Context: an optimization exercise on an open-source flow, tuned for small area. The choices shown serve that exercise and are no tape-out recipe. Where RTL was checked, it was by simulation tests only, not by an equivalence proof against the original. Function not checked in runs 1 and 2: the RTL went through the layout flow alone.

==> design/flow/design.v <==
module hx711_data_module(
    input  wire clk_100MHz,
    input  wire rst,
    input  wire [1:0] phase,
    input  wire DOUT,
    output reg  PD_SCK,
    output wire signed [23:0] RAW_VAL,
    output wire DATA_VALID,
    output reg  RAW_PEND           
);
    parameter CLKS_PER_HALF_CYCLE = 5;
    localparam [1:0] IDLE = 2'b00, READING_BITS = 2'b01, NEXT_CONV = 2'b10, CLEANUP = 2'b11;
    reg [1:0]  state;
    reg [4:0]  bit_index;
    reg [2:0]  counter;
    reg [23:0] read_val;
    reg        pend_bit;
    wire half_done = (counter >= CLKS_PER_HALF_CYCLE);
    wire shift_now = (state == READING_BITS) & PD_SCK & (counter == 3'd1);
    wire apply     = (phase == 2'd0);
    always @(posedge clk_100MHz) begin
        if (rst) begin
            read_val <= 24'b0;
            RAW_PEND <= 1'b0;
        end else if (apply) begin
            RAW_PEND <= 1'b0;
            if (shift_now | RAW_PEND)
                read_val <= {read_val[22:0], shift_now ? DOUT : pend_bit};
        end else if (shift_now) begin
            RAW_PEND <= 1'b1;
        end
        if (shift_now) pend_bit <= DOUT;
    end
    always @(posedge clk_100MHz) begin
        if (rst) begin
            state     <= IDLE;
            bit_index <= 5'd0;
            counter   <= 3'd0;
            PD_SCK    <= 1'b0;
        end else
        case (state)
            IDLE: begin
                bit_index <= 5'd0;
                counter   <= 3'd0;
                PD_SCK    <= 1'b0;
                if (!DOUT) state <= READING_BITS;
            end
            READING_BITS, NEXT_CONV: begin
                counter <= counter + 3'd1;
                if (half_done) begin
                    counter <= 3'd0;
                    PD_SCK  <= ~PD_SCK;
                    if (PD_SCK) begin
                        if (state == NEXT_CONV) state <= CLEANUP;
                        else begin
                            bit_index <= bit_index + 5'd1;
                            if (bit_index == 5'd23) state <= NEXT_CONV;
                        end
                    end
                end
            end
            CLEANUP: begin
                PD_SCK    <= 1'b0;
                counter   <= 3'd0;
                bit_index <= 5'd0;
                state     <= IDLE;
            end
        endcase
    end
    assign RAW_VAL    = read_val;
    assign DATA_VALID = (state == CLEANUP);
endmodule
module get_tare_and_calibration(
    input  wire        clk_100MHz,
    input  wire        rst,
    input  wire        rst_d,           
    input  wire [3:0]  T,
    input  wire        tare_button,
    input  wire        calib_button,
    input  wire        DATA_VALID,
    input  wire signed [23:0] RAW_VAL,
    output reg  signed [23:0] TARE,
    output reg  signed [23:0] CALIBRATE_VAL
);
    wire slow_en = (T == 4'd7);
    wire upd     = (T == 4'd12);
    reg t_dff0, t_dff1, t_dff2;
    reg c_dff0, c_dff1, c_dff2;
    always @(posedge clk_100MHz) begin
        if (rst) begin
            {t_dff0, t_dff1, t_dff2} <= 3'b0;
            {c_dff0, c_dff1, c_dff2} <= 3'b0;
        end else if (slow_en) begin
            {t_dff0, t_dff1, t_dff2} <= {tare_button, t_dff0, t_dff1};
            {c_dff0, c_dff1, c_dff2} <= {calib_button, c_dff0, c_dff1};
        end
    end
    wire tare_pulse  = upd & t_dff1 & ~t_dff2;
    wire calib_pulse = upd & c_dff1 & ~c_dff2;
    reg [2:0] dv_d;
    reg signed [23:0] last_raw_val;
    always @(posedge clk_100MHz) begin
        if (rst) dv_d <= 3'b0;
        else     dv_d <= {dv_d[1:0], DATA_VALID};
        if (dv_d[2] | rst_d) last_raw_val <= RAW_VAL;
    end
    reg [23:0] new_cal;
    reg c;
    integer i;
    always @* begin
        c = 1'b1;
        for (i = 0; i < 24; i = i + 1) begin
            new_cal[i] = last_raw_val[i] ^ ~TARE[i] ^ c;
            c = (last_raw_val[i] & ~TARE[i]) | (c & (last_raw_val[i] ^ ~TARE[i]));
        end
    end
    always @(posedge clk_100MHz) begin
        if (rst) begin
            TARE          <= 24'sd0;
            CALIBRATE_VAL <= 24'sd100000;
        end else begin
            if (tare_pulse) TARE <= last_raw_val;
            if (calib_pulse && new_cal != 24'd0) CALIBRATE_VAL <= new_cal;
        end
    end
endmodule
module output_calibrated_weight(
    input  wire clk,
    input  wire [1:0] phase,
    input  wire signed [23:0] TARE,
    input  wire signed [23:0] CALIBRATE_VAL,
    input  wire signed [23:0] RAW_VAL,
    output reg  [24:0] CALIBRATED_OUTPUT
);
    function automatic [34:0] add35(input [34:0] a, input [34:0] b, input cin);
        reg c; integer i;
        begin
            c = cin;
            for (i = 0; i < 35; i = i + 1) begin
                add35[i] = a[i] ^ b[i] ^ c;
                c = (a[i] & b[i]) | (c & (a[i] ^ b[i]));
            end
        end
    endfunction
    function automatic [24:0] add25(input [24:0] a, input [24:0] b, input cin);
        reg c; integer i;
        begin
            c = cin;
            for (i = 0; i < 25; i = i + 1) begin
                add25[i] = a[i] ^ b[i] ^ c;
                c = (a[i] & b[i]) | (c & (a[i] ^ b[i]));
            end
        end
    endfunction
    wire [34:0] d  = add35({{11{RAW_VAL[23]}}, RAW_VAL}, ~{{11{TARE[23]}}, TARE}, 1'b1);
    wire [34:0] d3 = add35({{10{d[24]}}, d[24:0]}, {{9{d[24]}}, d[24:0], 1'b0}, 1'b0);
    wire [34:0] d5 = add35({{10{d[24]}}, d[24:0]}, {{8{d[24]}}, d[24:0], 2'b0}, 1'b0);
    wire [34:0] e  = add35({d3[24:0], 10'b0}, {{4{d3[26]}}, d3[26:0], 4'b0}, 1'b0);
    wire [34:0] Np = add35(e, {{7{d5[27]}}, d5[27:0]}, 1'b0);
    wire        sN = Np[34];
    reg [34:0] absN;
    reg        ci;
    integer i;
    always @* begin
        ci = sN;
        for (i = 0; i < 35; i = i + 1) begin
            absN[i] = Np[i] ^ sN ^ ci;
            ci = ci & (Np[i] ^ sN);
        end
    end
    wire [39:0] X = {1'b0, absN, 4'b0};
    wire [9:0] xin = (phase == 2'd1) ? X[39:30] :
                     (phase == 2'd2) ? X[29:20] :
                     (phase == 2'd3) ? X[19:10] : X[9:0];
    wire        sD   = CALIBRATE_VAL[23];
    wire [24:0] Dext = {sD, CALIBRATE_VAL};
    reg  [24:0] rem_q;    
    reg  [13:0] q_hi;     
    reg [24:0] r;
    reg [9:0]  qb;
    reg        sub;
    integer k;
    always @* begin
        r = (phase == 2'd1) ? 25'd0 : rem_q;
        for (k = 9; k >= 0; k = k - 1) begin
            sub   = ~(r[24] ^ sD);
            qb[k] = sub;
            r = add25({r[23:0], xin[k]}, Dext ^ {25{sub}}, sub);
        end
    end
    wire        rneg = r[24];
    wire        inc  = rneg & (sD ^ sN);
    wire [23:0] y    = {q_hi, qb} ^ {24{sN}};
    reg  [23:0] yi;
    reg         cy;
    integer m;
    always @* begin
        cy = inc;
        for (m = 0; m < 24; m = m + 1) begin
            yi[m] = y[m] ^ cy;
            cy = cy & y[m];
        end
    end
    wire [24:0] Q = {yi, ~rneg};
    wire [24:0] W = {Q[24], Q[23:0] ^ {24{Q[24]}}};
    always @(posedge clk) begin
        rem_q <= r;
        q_hi  <= {q_hi[3:0], qb};
        if (phase == 2'd0) CALIBRATED_OUTPUT <= W;
    end
endmodule
module signed_bcd_driver(
    input  wire       CLK,
    input  wire       RST,
    input  wire       RST_D,
    input  wire [4:0] T,
    input  wire [24:0] SIGNED_INT_DISPLAY,
    output reg  [7:0] segment,
    output reg  [7:0] anode
);
    reg started4;   
    reg started5;   
    always @(posedge CLK) begin
        if (RST | RST_D) begin
            started4 <= 1'b0;
            started5 <= 1'b0;
        end else begin
            if (T[1:0] == 2'd3) started4 <= 1'b1;
            if (T[1:0] == 2'd0) started5 <= 1'b1;
        end
    end
    wire [25:0] st [0:24];
    assign st[0] = 26'd0;
    genvar gi, gj;
    generate for (gi = 0; gi < 24; gi = gi + 1) begin : g_step
        wire [25:0] adj;
        for (gj = 0; gj < 3; gj = gj + 1) begin : g_dig
            if (gi >= (gj == 0 ? 6 : gj == 1 ? 13 : 19)) begin : g_add
                b100_fix u_fix(.a(st[gi][7*gj +: 7]), .o(adj[7*gj +: 7]));
            end else begin : g_keep
                assign adj[7*gj +: 7] = st[gi][7*gj +: 7];
            end
        end
        assign adj[25:21] = st[gi][25:21];
        assign st[gi+1] = {adj[24:0], SIGNED_INT_DISPLAY[23-gi]};
    end endgenerate
    wire [4:0] tm5 = T - 5'd5;
    wire [2:0] sel = tm5[4:2];
    wire [6:0] b100 = (sel[2:1] == 2'd0) ? st[24][6:0] :
                      (sel[2:1] == 2'd1) ? st[24][13:7] :
                      (sel[2:1] == 2'd2) ? st[24][20:14] : {2'b0, st[24][25:21]};
    reg [7:0] tu;        
    always @* begin
        case (b100)
            7'd0: tu = 8'h00;
            7'd1: tu = 8'h01;
            7'd2: tu = 8'h02;
            7'd3: tu = 8'h03;
            7'd4: tu = 8'h04;
            7'd5: tu = 8'h05;
            7'd6: tu = 8'h06;
            7'd7: tu = 8'h07;
            7'd8: tu = 8'h08;
            7'd9: tu = 8'h09;
            7'd10: tu = 8'h10;
            7'd11: tu = 8'h11;
            7'd12: tu = 8'h12;
            7'd13: tu = 8'h13;
            7'd14: tu = 8'h14;
            7'd15: tu = 8'h15;
            7'd16: tu = 8'h16;
            7'd17: tu = 8'h17;
            7'd18: tu = 8'h18;
            7'd19: tu = 8'h19;
            7'd20: tu = 8'h20;
            7'd21: tu = 8'h21;
            7'd22: tu = 8'h22;
            7'd23: tu = 8'h23;
            7'd24: tu = 8'h24;
            7'd25: tu = 8'h25;
            7'd26: tu = 8'h26;
            7'd27: tu = 8'h27;
            7'd28: tu = 8'h28;
            7'd29: tu = 8'h29;
            7'd30: tu = 8'h30;
            7'd31: tu = 8'h31;
            7'd32: tu = 8'h32;
            7'd33: tu = 8'h33;
            7'd34: tu = 8'h34;
            7'd35: tu = 8'h35;
            7'd36: tu = 8'h36;
            7'd37: tu = 8'h37;
            7'd38: tu = 8'h38;
            7'd39: tu = 8'h39;
            7'd40: tu = 8'h40;
            7'd41: tu = 8'h41;
            7'd42: tu = 8'h42;
            7'd43: tu = 8'h43;
            7'd44: tu = 8'h44;
            7'd45: tu = 8'h45;
            7'd46: tu = 8'h46;
            7'd47: tu = 8'h47;
            7'd48: tu = 8'h48;
            7'd49: tu = 8'h49;
            7'd50: tu = 8'h50;
            7'd51: tu = 8'h51;
            7'd52: tu = 8'h52;
            7'd53: tu = 8'h53;
            7'd54: tu = 8'h54;
            7'd55: tu = 8'h55;
            7'd56: tu = 8'h56;
            7'd57: tu = 8'h57;
            7'd58: tu = 8'h58;
            7'd59: tu = 8'h59;
            7'd60: tu = 8'h60;
            7'd61: tu = 8'h61;
            7'd62: tu = 8'h62;
            7'd63: tu = 8'h63;
            7'd64: tu = 8'h64;
            7'd65: tu = 8'h65;
            7'd66: tu = 8'h66;
            7'd67: tu = 8'h67;
            7'd68: tu = 8'h68;
            7'd69: tu = 8'h69;
            7'd70: tu = 8'h70;
            7'd71: tu = 8'h71;
            7'd72: tu = 8'h72;
            7'd73: tu = 8'h73;
            7'd74: tu = 8'h74;
            7'd75: tu = 8'h75;
            7'd76: tu = 8'h76;
            7'd77: tu = 8'h77;
            7'd78: tu = 8'h78;
            7'd79: tu = 8'h79;
            7'd80: tu = 8'h80;
            7'd81: tu = 8'h81;
            7'd82: tu = 8'h82;
            7'd83: tu = 8'h83;
            7'd84: tu = 8'h84;
            7'd85: tu = 8'h85;
            7'd86: tu = 8'h86;
            7'd87: tu = 8'h87;
            7'd88: tu = 8'h88;
            7'd89: tu = 8'h89;
            7'd90: tu = 8'h90;
            7'd91: tu = 8'h91;
            7'd92: tu = 8'h92;
            7'd93: tu = 8'h93;
            7'd94: tu = 8'h94;
            7'd95: tu = 8'h95;
            7'd96: tu = 8'h96;
            7'd97: tu = 8'h97;
            7'd98: tu = 8'h98;
            7'd99: tu = 8'h99;
            7'd100: tu = 8'h00;
            7'd101: tu = 8'h00;
            7'd102: tu = 8'h00;
            7'd103: tu = 8'h00;
            7'd104: tu = 8'h00;
            7'd105: tu = 8'h00;
            7'd106: tu = 8'h00;
            7'd107: tu = 8'h00;
            7'd108: tu = 8'h00;
            7'd109: tu = 8'h00;
            7'd110: tu = 8'h00;
            7'd111: tu = 8'h00;
            7'd112: tu = 8'h00;
            7'd113: tu = 8'h00;
            7'd114: tu = 8'h00;
            7'd115: tu = 8'h00;
            7'd116: tu = 8'h00;
            7'd117: tu = 8'h00;
            7'd118: tu = 8'h00;
            7'd119: tu = 8'h00;
            7'd120: tu = 8'h00;
            7'd121: tu = 8'h00;
            7'd122: tu = 8'h00;
            7'd123: tu = 8'h00;
            7'd124: tu = 8'h00;
            7'd125: tu = 8'h00;
            7'd126: tu = 8'h00;
            7'd127: tu = 8'h00;
        endcase
    end
    wire [3:0] dig = ~started5 ? 4'd0 :
                     (sel == 3'd7) ? {3'b101, ~SIGNED_INT_DISPLAY[24]} :
                     sel[0] ? tu[7:4] : tu[3:0];
    always @* begin
        case (dig)
            4'b0000: segment = 8'b00000011;
            4'b0001: segment = 8'b10011111;
            4'b0010: segment = 8'b00100101;
            4'b0011: segment = 8'b00001101;
            4'b0100: segment = 8'b10011001;
            4'b0101: segment = 8'b01001001;
            4'b0110: segment = 8'b01000001;
            4'b0111: segment = 8'b00011111;
            4'b1000: segment = 8'b00000001;
            4'b1001: segment = 8'b00001001;
            4'b1010: segment = 8'b11111101;
            default: segment = 8'b11111111;
        endcase
        if (T >= 5'd13 && T <= 5'd16) segment[0] = 1'b0;
        if (RST_D) segment = 8'b11111111;
        anode = started4 ? ~(8'd1 << (T[4:2] - 3'd1)) : 8'b11111111;
    end
endmodule
module b100_fix(input wire [6:0] a, output wire [6:0] o);
    wire g  = a[6] | (a[5] & a[4] & (a[3] | a[2] | a[1]));
    wire c2 = a[1] & g;
    wire c3 = (a[2] & g) | (c2 & (a[2] | g));
    wire c4 = (a[3] & g) | (c3 & (a[3] | g));
    wire c5 = a[4] & c4;
    wire c6 = a[5] & c5;
    assign o = {a[6] ^ c6, a[5] ^ c5, a[4] ^ c4, a[3] ^ g ^ c3, a[2] ^ g ^ c2, a[1] ^ g, a[0]};
endmodule
module UARTtx(
    input  wire clk_100MHz,
    input  wire rst,
    input  wire rst_d,
    input  wire [2:0] T,
    input  wire raw_pend,
    input  wire [24:0] WEIGHTED,
    output reg  tx
);
    reg        fs;      
    reg [3:0]  pc;      
    reg [1:0]  bc;      
    reg [24:0] sr;      
    reg        fix;
    wire tick      = (T == 3'd0) & ~rst_d;
    wire start_bit = ~fs & (pc == 4'd2);
    wire data_bit  = ~fs & (pc >= 4'd3) & (pc <= 4'd10);
    wire byte_end  = (pc == 4'd12);
    always @(posedge clk_100MHz) begin
        if (rst) begin
            tx  <= 1'b1;
            fs  <= 1'b1;
            fix <= 1'b0;
        end else begin
            if (T == 3'd6) fix <= raw_pend;
            if (tick) begin
                tx <= start_bit ? 1'b0 : data_bit ? sr[0] : 1'b1;
                if (fs | byte_end) fs <= ~fs & (bc == 2'd3);
            end
        end
        if (tick) begin
            pc <= (fs | byte_end) ? 4'd1 : pc + 4'd1;
            if (fs) bc <= 2'd0;
            else if (byte_end) bc <= bc + 2'd1;
        end
        if (~fs && pc == 4'd1 && bc == 2'd0 && (T == 3'd1 || (T == 3'd5 && fix)))
            sr <= WEIGHTED;
        else if (tick && data_bit)
            sr <= {1'b0, sr[24:1]};
    end
endmodule
module top_module(
    input wire clk_100MHz,
    input wire rst,
    input wire DOUT,
    input wire tare_button,
    input wire calib_button,
    output wire PD_SCK,
    output wire [7:0] SEG,
    output wire [7:0] AN,
    output wire TX
);
    reg [4:0] T;      
    reg       rst_d;  
    always @(posedge clk_100MHz) begin
        rst_d <= rst;
        if (rst) T <= 5'd0;
        else     T <= T + 5'd1;
    end
    wire signed [23:0] RAW_VAL;
    wire        DATA_VALID;
    wire        RAW_PEND;
    wire signed [23:0] TARE;
    wire signed [23:0] CALIBRATE_VAL;
    wire [24:0] CALIBRATED_OUTPUT;
    hx711_data_module HX711(
        .clk_100MHz(clk_100MHz), .rst(rst), .phase(T[1:0]), .DOUT(DOUT),
        .PD_SCK(PD_SCK), .RAW_VAL(RAW_VAL), .DATA_VALID(DATA_VALID), .RAW_PEND(RAW_PEND)
    );
    get_tare_and_calibration GET_TARE_CAL(
        .clk_100MHz(clk_100MHz), .rst(rst), .rst_d(rst_d), .T(T[3:0]),
        .tare_button(tare_button), .calib_button(calib_button),
        .DATA_VALID(DATA_VALID), .RAW_VAL(RAW_VAL),
        .TARE(TARE), .CALIBRATE_VAL(CALIBRATE_VAL)
    );
    output_calibrated_weight CALC_WEIGHT(
        .clk(clk_100MHz), .phase(T[1:0]),
        .TARE(TARE), .CALIBRATE_VAL(CALIBRATE_VAL), .RAW_VAL(RAW_VAL),
        .CALIBRATED_OUTPUT(CALIBRATED_OUTPUT)
    );
    signed_bcd_driver DISPLAY(
        .CLK(clk_100MHz), .RST(rst), .RST_D(rst_d), .T(T),
        .SIGNED_INT_DISPLAY(CALIBRATED_OUTPUT), .segment(SEG), .anode(AN)
    );
    UARTtx UART(
        .clk_100MHz(clk_100MHz), .rst(rst), .rst_d(rst_d), .T(T[2:0]),
        .raw_pend(RAW_PEND), .WEIGHTED(CALIBRATED_OUTPUT), .tx(TX)
    );
endmodule
==> design/flow/run.sh <==
#!/bin/bash
# synth_recipe.tcl (not shown) runs the flow's synth.tcl, then flattens the netlist and writes it again
# the make line also repeats each setting of config.mk as NAME=value (left out here)
make -C /OpenROAD-flow-scripts/flow DESIGN_CONFIG=/design/flow/config.mk WORK_HOME=/design/flow/orfs CLKGATE_MAP_FILE= SYNTH_SCRIPT=/design/flow/synth_recipe.tcl finish
==> design/flow/config.mk <==
export PLATFORM = sky130hd
export DESIGN_NAME = top_module
export DESIGN_NICKNAME = top_module
export VERILOG_FILES = /design/flow/design.v
export SDC_FILE = /design/flow/constraint.sdc
export NUM_CORES = 4
export LEC_CHECK = 0
export ABC_AREA = 1
export CAP_MARGIN = 20
export CORE_MARGIN = 2
export CORE_UTILIZATION = 45
export CTS_BUF_LIST = sky130_fd_sc_hd__clkbuf_8
export CTS_CLUSTER_DIAMETER = 60
export CTS_CLUSTER_SIZE = 16
export SLEW_MARGIN = 20
==> design/flow/constraint.sdc <==
create_clock -name core_clock -period 400.0 [get_ports {clk_100MHz}]
set_input_delay 80.0000 -clock core_clock [delete_from_list [all_inputs] [get_ports {clk_100MHz}]]
set_output_delay 80.0000 -clock core_clock [all_outputs]
set_load 0.01 [all_outputs]
==> flow_summary.yaml, run 1 <==
setup_path:
  worstPathMaxFanout: 26
  reg2reg_to: "CALC_WEIGHT.CALIBRATED_OUTPUT[0]$_DFFE_PP_"
  cpMaxStageDelayCell: "fa_1"
  crit_type: "register to register"
  critical-path-max-stage-delay_ns: 0.62
  worst_ep_required_time_ns: 400.39
  path_common_cell: "fa_1"
  r2r_slack_ns: 273.65
  rr_worst_depth: 428
  cp-start-kind: "register"
  end_kind: "register"
  critPathArrivalTime_ns: 126.74
  reg2reg_from: "HX711.read_val[0]$_SDFFE_PP0P_"
cells_and_area:
  fin_nets: 3228
  nFillCells: 5336
  diodes: 0
  layout.core_utilization: 0.481
  area_growth_pct: 6.06
  regArea_um2: 5290
  multiInputGateArea_um2: 18600
  drive_above_1_share: 0.0586
yosys:
  synthFlopType: "dfxtp_1"
  synthesis.area_um2: 26000
  syn_inst: 2617
  synth_top_family_by_area: "adder cells"
  syn_avg_cell_area_um2: 9.94
  synth_compound_area_frac: 0.0594
  synthXorXnorAreaFrac: 0.115
  synth_seq_area_share: 0.203
  synth_top_cells_by_count: "437 x fa_1, 433 x inv_1, 314 x xor2_1"
  yosys.area.top_type: "fa_1"
  yosys_warnings: 6
  yosysUniqueCellTypes: 56
  syn_nets: 3255
  synth_most_common_cell: "fa_1"
  synth_edf_count: 80
  synth_seq_cells: 224
  synth_top_area_frac: 0.336
  yosys-top-cells-area: "fa_1 34%, dfxtp_1 11%, xor2_1 11%, ha_1 9.4%, edfxtp_1 9.2%"
  yosys.area_share.adder: 0.431
  synth.area.mux_share: 0.00866
  yosys.area_share.simple: 0.0976
  ys_async_sr_fraction: 0
clock_network:
  cts_root_buf: "clkbuf_8"
  post_cts_buffers: 0
  cts_tree: "done"
  worstSkewPairLatency_ns: 0.66
  h-tree-depth: 1
  cts_hold_buf: 0
  clk_pin_slew_worst_paths_ns: 0.10
  cts_buffers: 27
  ctsResizeCount: 0
  cts_sinks: 224
  clockBufferDepth: 3
global_route:
  antenna_found_initial: 1
  grt_pass1_vias: 18500
  grt_pass1_wl_mm: 95.3
  grt_start_max_net_pins: 72
  grtUsageTotal: 0.199
  gr-total-overflow: 0
timing:
  fin_crit_ns: 126.35
  maxSlewHeadroom: 0.444
  rsz0062_at_grt: "false"
  finalHoldViolations: 0
  worst_hold_slack_ns: 0.368
  skew_ns: 0.0355
  fin_setup_tns_ns: 0
  setup_viol: 0
  slew_viol_final: 0
  worst_slew_pin_slew_ns: 0.834
  finalCritPeriodShare: 0.316
  fmax_mhz: 7.91
run_status:
  status: "complete, no violations"
worst_hold_path:
  min_from: "CALC_WEIGHT.q_hi[0]$_DFF_P_"
  min_path_type: "register to register"
  hold_path_end: "CALC_WEIGHT.q_hi[10]$_DFF_P_"
  hold_depth: 0
drt:
  wirelength_mm: 57.0
  drc_errors: 0
  drt_iter0_markers: 772
  via_count: 17100
  drt_pre_antenna_iters: 5
  wl_per_cell_um: 16.9
  ant_nets: 0
  vias_per_cell: 5.05
place:
  place_congestion: 0.903
  port_buffers: 22
  hpwl_mm: 46.4
floorplan:
  die_x_um: 244
  fp-row-count: 88
  ios: 23
  die_y_um: 244
  die_area_um2: 59700
  start_util: 0.453
  core_um2: 57400
job:
  cap_violations: 0
registers in the layout (all words and copies together) (netlist names), 5 cells and up:
register / flops
GET_TARE_CAL.last_raw_val: 24
CALC_WEIGHT.CALIBRATED_OUTPUT: 25
CALC_WEIGHT.rem_q: 25
GET_TARE_CAL.TARE: 24
HX711.bit_index: 5
T: 5
HX711.read_val: 24
GET_TARE_CAL.CALIBRATE_VAL: 24
CALC_WEIGHT.q_hi: 14
UART.sr: 25
logic make-up (layout without fill, tap and decap cells):
kind of cell	count (synthesis)	count (layout)
flip-flops	224	224
AND/OR/NAND/NOR	556	556
multiplexers	20	20
adder cells (fa/ha/maj)	633	633
XOR/XNOR	339	339
AO/OA/AOI/OAI	280	280
buffers and inverters	565	559
per-layer routing:
layer  global-route usage  share of wire  vias to the layer above
met1                0.261           0.44                     8593
li1                     -              -                     8095
met5                    0        0.00023                        -
met4               0.0574          0.029                        2
met2                0.347           0.49                      289
met3               0.0234          0.039                       82
worst max-delay path by stage:
stage	startpoint	to	slack, ns	cells after the start
after global placement	HX711.read_val[0]$_SDFFE_PP0P_	CALC_WEIGHT.CALIBRATED_OUTPUT[0]$_DFFE_PP_	275.35	427
after CTS	HX711.read_val[0]$_SDFFE_PP0P_	CALC_WEIGHT.CALIBRATED_OUTPUT[0]$_DFFE_PP_	273.99	428
after global routing	HX711.read_val[0]$_SDFFE_PP0P_	CALC_WEIGHT.CALIBRATED_OUTPUT[0]$_DFFE_PP_	268.59	428
after floorplan	HX711.read_val[0]$_SDFFE_PP0P_	CALC_WEIGHT.CALIBRATED_OUTPUT[10]$_DFFE_PP_	282.34	434
final	HX711.read_val[0]$_SDFFE_PP0P_	CALC_WEIGHT.CALIBRATED_OUTPUT[0]$_DFFE_PP_	273.65	428
after detailed placement	HX711.read_val[0]$_SDFFE_PP0P_	CALC_WEIGHT.CALIBRATED_OUTPUT[0]$_DFFE_PP_	274.11	428
layout make-up:
type,count,share of cell area
multi-input combinational,1828,0.673
sequential,224,0.192
inverter,467,0.0637
tap,765,0.0347
clock buffer,27,0.0135
timing repair buffer,42,0.0134
clock inverter,23,0.0102
through the flow:
stage	cells	worst slack [ns]	cell area [um^2]
after detailed placement	3326	274.11	26900
after global placement	3326	275.35	26900
after floorplan	2617	282.34	26000
final	3376	273.65	27600
after CTS	3376	273.99	27600
after global routing	3376	268.59	27600
cell usage in the layout (no fill, tap or decap), types with 3 or more instances in the layout:
master,n
xnor2_1,22
nor2_2,3
nand3_2,9
clkinv_8,6
inv_1,438
fa_1,437
clkdlybuf4s50_1,22
clkbuf_8,27
clkinv_1,22
dfxtp_1,144
inv_12,3
o21ai_1,4
ha_1,196
xor2_1,312
o21bai_1,18
nand2_4,6
nand2_2,14
nand3_1,106
a31oi_1,9
o211ai_1,8
nand4_1,17
buf_4,20
mux2_2,20
nor2_1,79
or2_2,6
a21oi_1,109
nor3_1,35
nand2_1,267
inv_2,10
edfxtp_1,80
o21ai_0,118
worst max-delay path: cells and delay by family, from the launching register on:
| kind | cells | cell delay (ns) |
|---|---|---|
| fa+ha+maj | 314 | 108.69 |
| compound gates | 7 | 1.19 |
| simple gates | 30 | 5.00 |
| buf+inv | 59 | 6.32 |
| flops | 1 | 0.35 |
| xor+xnor | 18 | 4.28 |
==> run 2, diff against run 1 <==
--- a/design/flow/config.mk
+++ b/design/flow/config.mk
@@ -11,5 +11,5 @@
 export CORE_UTILIZATION = 45
-export CTS_BUF_LIST = sky130_fd_sc_hd__clkbuf_8
+export CTS_BUF_LIST = sky130_fd_sc_hd__clkbuf_16
 export CTS_CLUSTER_DIAMETER = 60
-export CTS_CLUSTER_SIZE = 16
+export CTS_CLUSTER_SIZE = 25
 export SLEW_MARGIN = 20
==> run 2 against run 1 <==
Still clean on timing, DRC and antenna. Hold slack got worse by 0.0012 ns. Cell area rose by 1.2%. Highest routed layer is now met4. Cell count barely moved. Worst setup slack improved by 0.060 ns. Critical path type unchanged.
==> flow_summary.yaml, run 2 <==
run_status:
  status: "complete, no violations"
setup_path:
  cpMaxStageDelayCell: "fa_1"
  path_buf_inv: 59
  crit_type: "register to register"
  cp-start-kind: "register"
  worst_ep_required_time_ns: 400.31
  worstPathMaxFanout: 26
  critical-path-max-stage-delay_ns: 0.62
  path_common_cell: "fa_1"
  critPathArrivalTime_ns: 126.60
  cp_top_family: "adder cells"
  end_kind: "register"
global_route:
  grt_pass1_vias: 18400
  gr-total-overflow: 0
  grtUsageTotal: 0.199
  grt_start_max_net_pins: 72
  antenna_found_initial: 0
  grt_pass1_wl_mm: 95.2
floorplan:
  die_area_um2: 59700
  ios: 23
  start_util: 0.453
  fp-row-count: 88
  die_y_um: 244
  die_x_um: 244
  core_um2: 57400
clock_network:
  cts_root_buf: "clkbuf_16"
  cts_tree: "done"
  h-tree-depth: 1
  clockBufferDepth: 3
  cts_buffers: 26
  post_cts_buffers: 0
  clk_pin_slew_worst_paths_ns: 0.09
  cts_sinks: 224
  cts_hold_buf: 0
  ctsResizeCount: 0
  worstSkewPairLatency_ns: 0.58
worst_hold_path:
  min_path_type: "register to register"
timing:
  slew_viol_final: 0
  fmax_mhz: 7.92
  fin_setup_tns_ns: 0
  setup_ws_ns: 273.71
  finalCritPeriodShare: 0.316
  setup_viol: 0
  rsz0062_at_grt: "false"
  finalHoldViolations: 0
  maxSlewHeadroom: 0.458
  fin_crit_ns: 126.29
  worst_hold_slack_ns: 0.367
  worst_slew_pin_slew_ns: 0.812
  skew_ns: 0.0271
drt:
  wirelength_mm: 57.0
  via_count: 17000
  drt_iter0_markers: 751
  ant_nets: 0
  vias_per_cell: 5.05
  wl_per_cell_um: 16.9
  drt_pre_antenna_iters: 7
  drc_errors: 0
place:
  place_congestion: 0.903
  port_buffers: 22
  hpwl_mm: 46.4
  pre_cts_slack_ns: 274.11
yosys:
  synth_top_area_frac: 0.336
  yosys.area.top_type: "fa_1"
  syn_nets: 3255
  synth_most_common_cell: "fa_1"
  synth_seq_area_share: 0.203
  yosys_warnings: 6
  syn_inst: 2617
  synth_top_cells_by_count: "437 x fa_1, 433 x inv_1, 314 x xor2_1"
  synth_edf_count: 80
  synthFlopType: "dfxtp_1"
  yosysUniqueCellTypes: 56
  ys_async_sr_fraction: 0
  synthesis.area_um2: 26000
  synth_seq_cells: 224
  syn_avg_cell_area_um2: 9.94
  yosys-top-cells-area: "fa_1 34%, dfxtp_1 11%, xor2_1 11%, ha_1 9.4%, edfxtp_1 9.2%"
cells_and_area:
  fin_nets: 3227
  final_common_cell: "fa_1"
  area_growth_pct: 7.34
  diodes: 0
  drive_above_1_share: 0.0594
  top_regs: "CALC_WEIGHT.CALIBRATED_OUTPUT x25, CALC_WEIGHT.rem_q x25, UART.sr x25"
  mostFrequentLayoutCells: "437 x fa_1, 434 x inv_1, 312 x xor2_1, 267 x nand2_1, 196 x ha_1"
job:
  cap_violations: 0
## run 2: logic make-up (layout without fill, tap and decap cells)
logic type,Yosys count,after routing,share of synthesized area
and+or+nand+nor,556,556,0.0976
buffers and inverters,565,557,0.0858
xor gates and xnor gates,339,339,0.115
DFF,224,224,0.203
AOI/OAI and AO/OA,280,280,0.0594
adders and majority gates,633,633,0.431
muxes,20,20,0.00866
## run 2: final timing paths
kind                                        from                                          to  slack (ns)  cells past startpoint
setup / recovery  HX711.read_val[0]$_SDFFE_PP0P_  CALC_WEIGHT.CALIBRATED_OUTPUT[0]$_DFFE_PP_      273.71                    428
hold / removal       CALC_WEIGHT.q_hi[0]$_DFF_P_                CALC_WEIGHT.q_hi[10]$_DFF_P_        0.37                      0
hold reg to reg      CALC_WEIGHT.q_hi[0]$_DFF_P_                CALC_WEIGHT.q_hi[10]$_DFF_P_        0.37                      0
setup reg to reg  HX711.read_val[0]$_SDFFE_PP0P_  CALC_WEIGHT.CALIBRATED_OUTPUT[0]$_DFFE_PP_      273.71                    428
## run 2: worst reg2reg max path: cells and delay by family (launching register included)
family | cells | cell delay [ns]
DFF | 1 | 0.34
xor gates and xnor gates | 18 | 4.39
adders and majority gates | 314 | 108.68
AOI/OAI and AO/OA | 7 | 1.22
buffers and inverters | 59 | 6.35
and+or+nand+nor | 30 | 5.03
## run 2: cell type report
class / instances / area, um^2
Timing Repair Buffer: 42 / 370
Inverter: 467 / 1760
Fill cell: 5302 / 29400
Clock inverter: 20 / 284
Multi-Input combinational cell: 1828 / 18600
Clock buffer: 28 / 701
Tap cell: 765 / 957
Sequential cell: 224 / 5290
## run 2: per-stage QoR
step	instance area (um^2)	std cells	utilization
6_report	27900	3374	0.487
5_1_grt	27900	3374	0.487
4_1_cts	27900	3374	0.487
3_5_place_dp	26900	3326	0.470
3_3_place_gp	26900	3326	0.470
2_1_floorplan	26000	2617	-
## run 2: per-layer routing
layer | GRT usage | up-vias | share of wire
li1 | - | 8100 | -
met1 | 0.261 | 8576 | 0.44
met2 | 0.350 | 291 | 0.49
met3 | 0.0216 | 67 | 0.039
met4 | 0.0522 | 0 | 0.026
met5 | 0 | - | 0
==> run 3, diff against run 2 <==
--- a/design/flow/design.v
+++ b/design/flow/design.v
@@ -132,3 +132,3 @@
     input  wire signed [23:0] RAW_VAL,
-    output reg  [24:0] CALIBRATED_OUTPUT
+    output wire [24:0] CALIBRATED_OUTPUT
 );
@@ -204,3 +204,3 @@
     wire [24:0] Q = {yi, ~rneg};
-    wire [24:0] W = {Q[24], Q[23:0] ^ {24{Q[24]}}};
+    assign CALIBRATED_OUTPUT = {Q[24], Q[23:0] ^ {24{Q[24]}}};
     always @(posedge clk) begin
@@ -208,3 +208,2 @@
         q_hi  <= {q_hi[3:0], qb};
-        if (phase == 2'd0) CALIBRATED_OUTPUT <= W;
     end
@@ -221,11 +220,5 @@
     reg started4;   
-    reg started5;   
     always @(posedge CLK) begin
-        if (RST | RST_D) begin
-            started4 <= 1'b0;
-            started5 <= 1'b0;
-        end else begin
-            if (T[1:0] == 2'd3) started4 <= 1'b1;
-            if (T[1:0] == 2'd0) started5 <= 1'b1;
-        end
+        if (RST | RST_D)        started4 <= 1'b0;
+        else if (T[1:0] == 2'd3) started4 <= 1'b1;
     end
@@ -246,4 +239,3 @@
     end endgenerate
-    wire [4:0] tm5 = T - 5'd5;
-    wire [2:0] sel = tm5[4:2];
+    wire [2:0] sel = T[4:2] - 3'd1;
     wire [6:0] b100 = (sel[2:1] == 2'd0) ? st[24][6:0] :
@@ -384,5 +376,9 @@
     end
-    wire [3:0] dig = ~started5 ? 4'd0 :
-                     (sel == 3'd7) ? {3'b101, ~SIGNED_INT_DISPLAY[24]} :
-                     sel[0] ? tu[7:4] : tu[3:0];
+    wire [3:0] code = (sel == 3'd7) ? {3'b101, ~SIGNED_INT_DISPLAY[24]} :
+                      sel[0] ? tu[7:4] : tu[3:0];
+    reg  [3:0] dig;      
+    always @(posedge CLK) begin
+        if (RST | RST_D)         dig <= 4'd0;
+        else if (T[1:0] == 2'd0) dig <= code;
+    end
     always @* begin
@@ -404,3 +400,3 @@
         if (RST_D) segment = 8'b11111111;
-        anode = started4 ? ~(8'd1 << (T[4:2] - 3'd1)) : 8'b11111111;
+        anode = started4 ? ~(8'd1 << sel) : 8'b11111111;
     end
@@ -451,3 +447,3 @@
         end
-        if (~fs && pc == 4'd1 && bc == 2'd0 && (T == 3'd1 || (T == 3'd5 && fix)))
+        if ((tick && fs) || (~fs && pc == 4'd1 && bc == 2'd0 && T == 3'd4 && fix))
             sr <= WEIGHTED;
--- a/design/flow/config.mk
+++ b/design/flow/config.mk
@@ -11,5 +11,5 @@
 export CORE_UTILIZATION = 45
-export CTS_BUF_LIST = sky130_fd_sc_hd__clkbuf_16
+export CTS_BUF_LIST = sky130_fd_sc_hd__clkbuf_8
 export CTS_CLUSTER_DIAMETER = 60
-export CTS_CLUSTER_SIZE = 25
+export CTS_CLUSTER_SIZE = 16
 export SLEW_MARGIN = 20
==> run 3 against run 2 <==
Still clean. Register-to-register slack worse by 33 ns. Cell count down 0.92%. Highest routed layer unchanged. Hold slack better by 0.0069 ns. First-iteration DRC count up 4.9%.
==> flow_summary.yaml, run 3 <==
global_route:
  grtUsageTotal: 0.193
  antenna_found_initial: 0
  gr-total-overflow: 0
  grt_start_max_net_pins: 60
  grt_pass1_vias: 17900
  grt_pass1_wl_mm: 91.5
timing:
  fmax_mhz: 6.28
  fin_crit_ns: 159.27
  setup_viol: 0
  skew_ns: 0.0393
  rsz0062_at_grt: "false"
  maxSlewHeadroom: 0.381
  finalCritPeriodShare: 0.398
  slew_viol_final: 0
  fin_setup_tns_ns: 0
  finalHoldViolations: 0
  worst_slew_pin_slew_ns: 0.922
yosys:
  synth_edf_count: 55
  synthXorXnorAreaFrac: 0.127
  synth_top_area_frac: 0.342
  synth_seq_cells: 209
  yosys.area.top_type: "fa_1"
  synthFlopType: "dfxtp_1"
  synthesis.area_um2: 25400
  synth_top_cells_by_count: "492 x inv_1, 435 x fa_1, 324 x xor2_1"
  yosys_warnings: 6
  syn_avg_cell_area_um2: 9.80
  synth_compound_area_frac: 0.0704
  synth_seq_area_share: 0.186
  syn_nets: 3241
  yosysUniqueCellTypes: 53
  ys_async_sr_fraction: 0
  yosys.area_share.simple: 0.0806
  syn_inst: 2597
  synth_most_common_cell: "inv_1"
  synth_top_family_by_area: "adder cells"
  yosys-top-cells-area: "fa_1 34%, dfxtp_1 12%, xor2_1 11%, ha_1 10%, inv_1 7.3%"
  yosys.area_share.adder: 0.442
  synth.area.mux_share: 0
clock_network:
  clockBufferDepth: 3
  ctsResizeCount: 0
  cts_root_buf: "clkbuf_8"
  clk_pin_slew_worst_paths_ns: 0.09
  h-tree-depth: 1
  cts_sinks: 209
  worstSkewPairLatency_ns: 0.62
  cts_tree: "done"
  post_cts_buffers: 0
  cts_hold_buf: 0
  cts_buffers: 25
place:
  placed_cells: 3297
  port_buffers: 22
  hpwl_mm: 44.8
  place_congestion: 0.861
  placed_cell_area_um2: 26400
cells_and_area:
  fin_nets: 3212
  final_common_cell: "inv_1"
  stdcell_count: 3343
  diodes: 0
  regArea_um2: 4730
  top_regs: "CALC_WEIGHT.rem_q x25, UART.sr x25"
  mostFrequentLayoutCells: "493 x inv_1, 435 x fa_1, 323 x xor2_1, 215 x nand2_1, 204 x ha_1"
  layout.core_utilization: 0.480
  multiInputGateArea_um2: 18400
  drive_above_1_share: 0.0499
  nFillCells: 5300
  postLayoutCellArea_um2: 27000
  area_growth_pct: 5.95
setup_path:
  worst_ep_required_time_ns: 400.54
  worstPathMaxFanout: 52
  path_buf_inv: 103
  crit_type: "register to register"
  critical-path-max-stage-delay_ns: 0.65
  cp.depth: 594
  end_kind: "register"
  rr_worst_depth: 594
  path_common_cell: "fa_1"
  cp_top_family: "adder cells"
  reg2reg_from: "HX711.read_val[0]$_SDFFE_PP0P_"
  cpMaxStageDelayCell: "buf_4"
  critPathLaunch: "HX711.read_val[0]$_SDFFE_PP0P_"
  r2r_slack_ns: 240.73
  critPathArrivalTime_ns: 159.80
  cp-start-kind: "register"
drt:
  drc_errors: 0
  wl_per_cell_um: 16.3
  vias_per_cell: 4.96
  drt_iter0_markers: 788
  via_count: 16600
  wirelength_mm: 54.4
  ant_nets: 0
  drt_pre_antenna_iters: 6
floorplan:
  start_util: 0.453
  die_x_um: 242
  die_area_um2: 58500
  die_y_um: 242
  core_um2: 56200
  fp-row-count: 87
  ios: 23
worst_hold_path:
  min_from: "CALC_WEIGHT.q_hi[3]$_DFF_P_"
  min_path_type: "register to register"
  hold_depth: 0
  hold_path_end: "CALC_WEIGHT.q_hi[13]$_DFF_P_"
job:
  cap_violations: 0
run_status:
  status: "complete, no violations"
## run 3: cell count changes after synthesis, moves of 11 or more
cell,previous run,this run
xnor2_1,23,34
a31oi_1,9,21
nor3_1,35,24
edfxtp_1,80,55
buf_1,12,23
mux2_2,20,0
nand3_1,106,60
nand2_1,268,215
inv_1,433,492
buf_2,37,14
## run 3: area by class of cell
cell class	instances	area share
multi-input combinational	1771	0.682
sequential	209	0.176
inverter	523	0.0728
tap	756	0.0351
clock buffer	27	0.0138
timing repair buffer	38	0.0126
clock inverter	19	0.00789
## run 3: cells by family (layout without fill, tap and decap cells)
kind of cell | count (synthesis) | in the layout
DFF | 209 | 209
xor gates and xnor gates | 363 | 363
buffers and inverters | 617 | 607
and+or+nand+nor | 446 | 446
AOI/OAI and AO/OA | 323 | 323
adders and majority gates | 639 | 639
## run 3: stage by stage
| step | hold slack (ns) | setup WS, ns |
|---|---|---|
| detailed placement | 0.363 | 241.22 |
| global route | 0.380 | 232.91 |
| global placement | 0.362 | 243.49 |
| finish | 0.374 | 240.73 |
| floorplan | 0.349 | 252.29 |
| CTS | 0.377 | 240.86 |
## run 3: how the worst max path moves through the flow
stage | depth (start not counted) | slack [ns] | endpoint
2_1_floorplan | 598 | 252.29 | register
3_3_place_gp | 592 | 243.49 | register
## run 3: layer usage
metal,track usage,up-vias,wire length (um)
met1,0.260,8321,24500
met3,0.0264,65,2230
li1,-,7939,-
met4,0.0407,0,1220
met2,0.332,249,26400
met5,0,-,0

-- separate check: timing with driven ports --
The flow's constraints put no driver on any port. The routed layouts listed below were extracted and timed again, unchanged, in two steps.
Step 1: set_driving_cell puts a clkbuf_16 on clk_100MHz and a buf_2 on each other input, an assumption about the parent block.
Step 2 times the ports against the registers' clock, not the clock port: input delays grow and output delays shrink by t, the midpoint of the rising clock arrivals with the driver on.
a / b / c = ideal ports / drivers / drivers and shift; a / b = the first two.
run | shift t [ns] | setup WS [ns] | hold WS [ns] | latest minus earliest clock arrival (ns) | cell pins on the clock port's net
run 1 | 0.695 | 273.654 / 273.654 / 273.654 | 0.368 / 0.368 / 0.368 | 0.036 / 0.036 | 1
run 2 | 0.619 | 273.714 / 273.714 / 273.714 | 0.367 / 0.367 / 0.367 | 0.027 / 0.027 | 1
run 3 | 0.649 | 240.731 / 240.731 / 240.731 | 0.374 / 0.374 / 0.374 | 0.039 / 0.039 | 1
After both steps setup and hold are still met in every run listed.
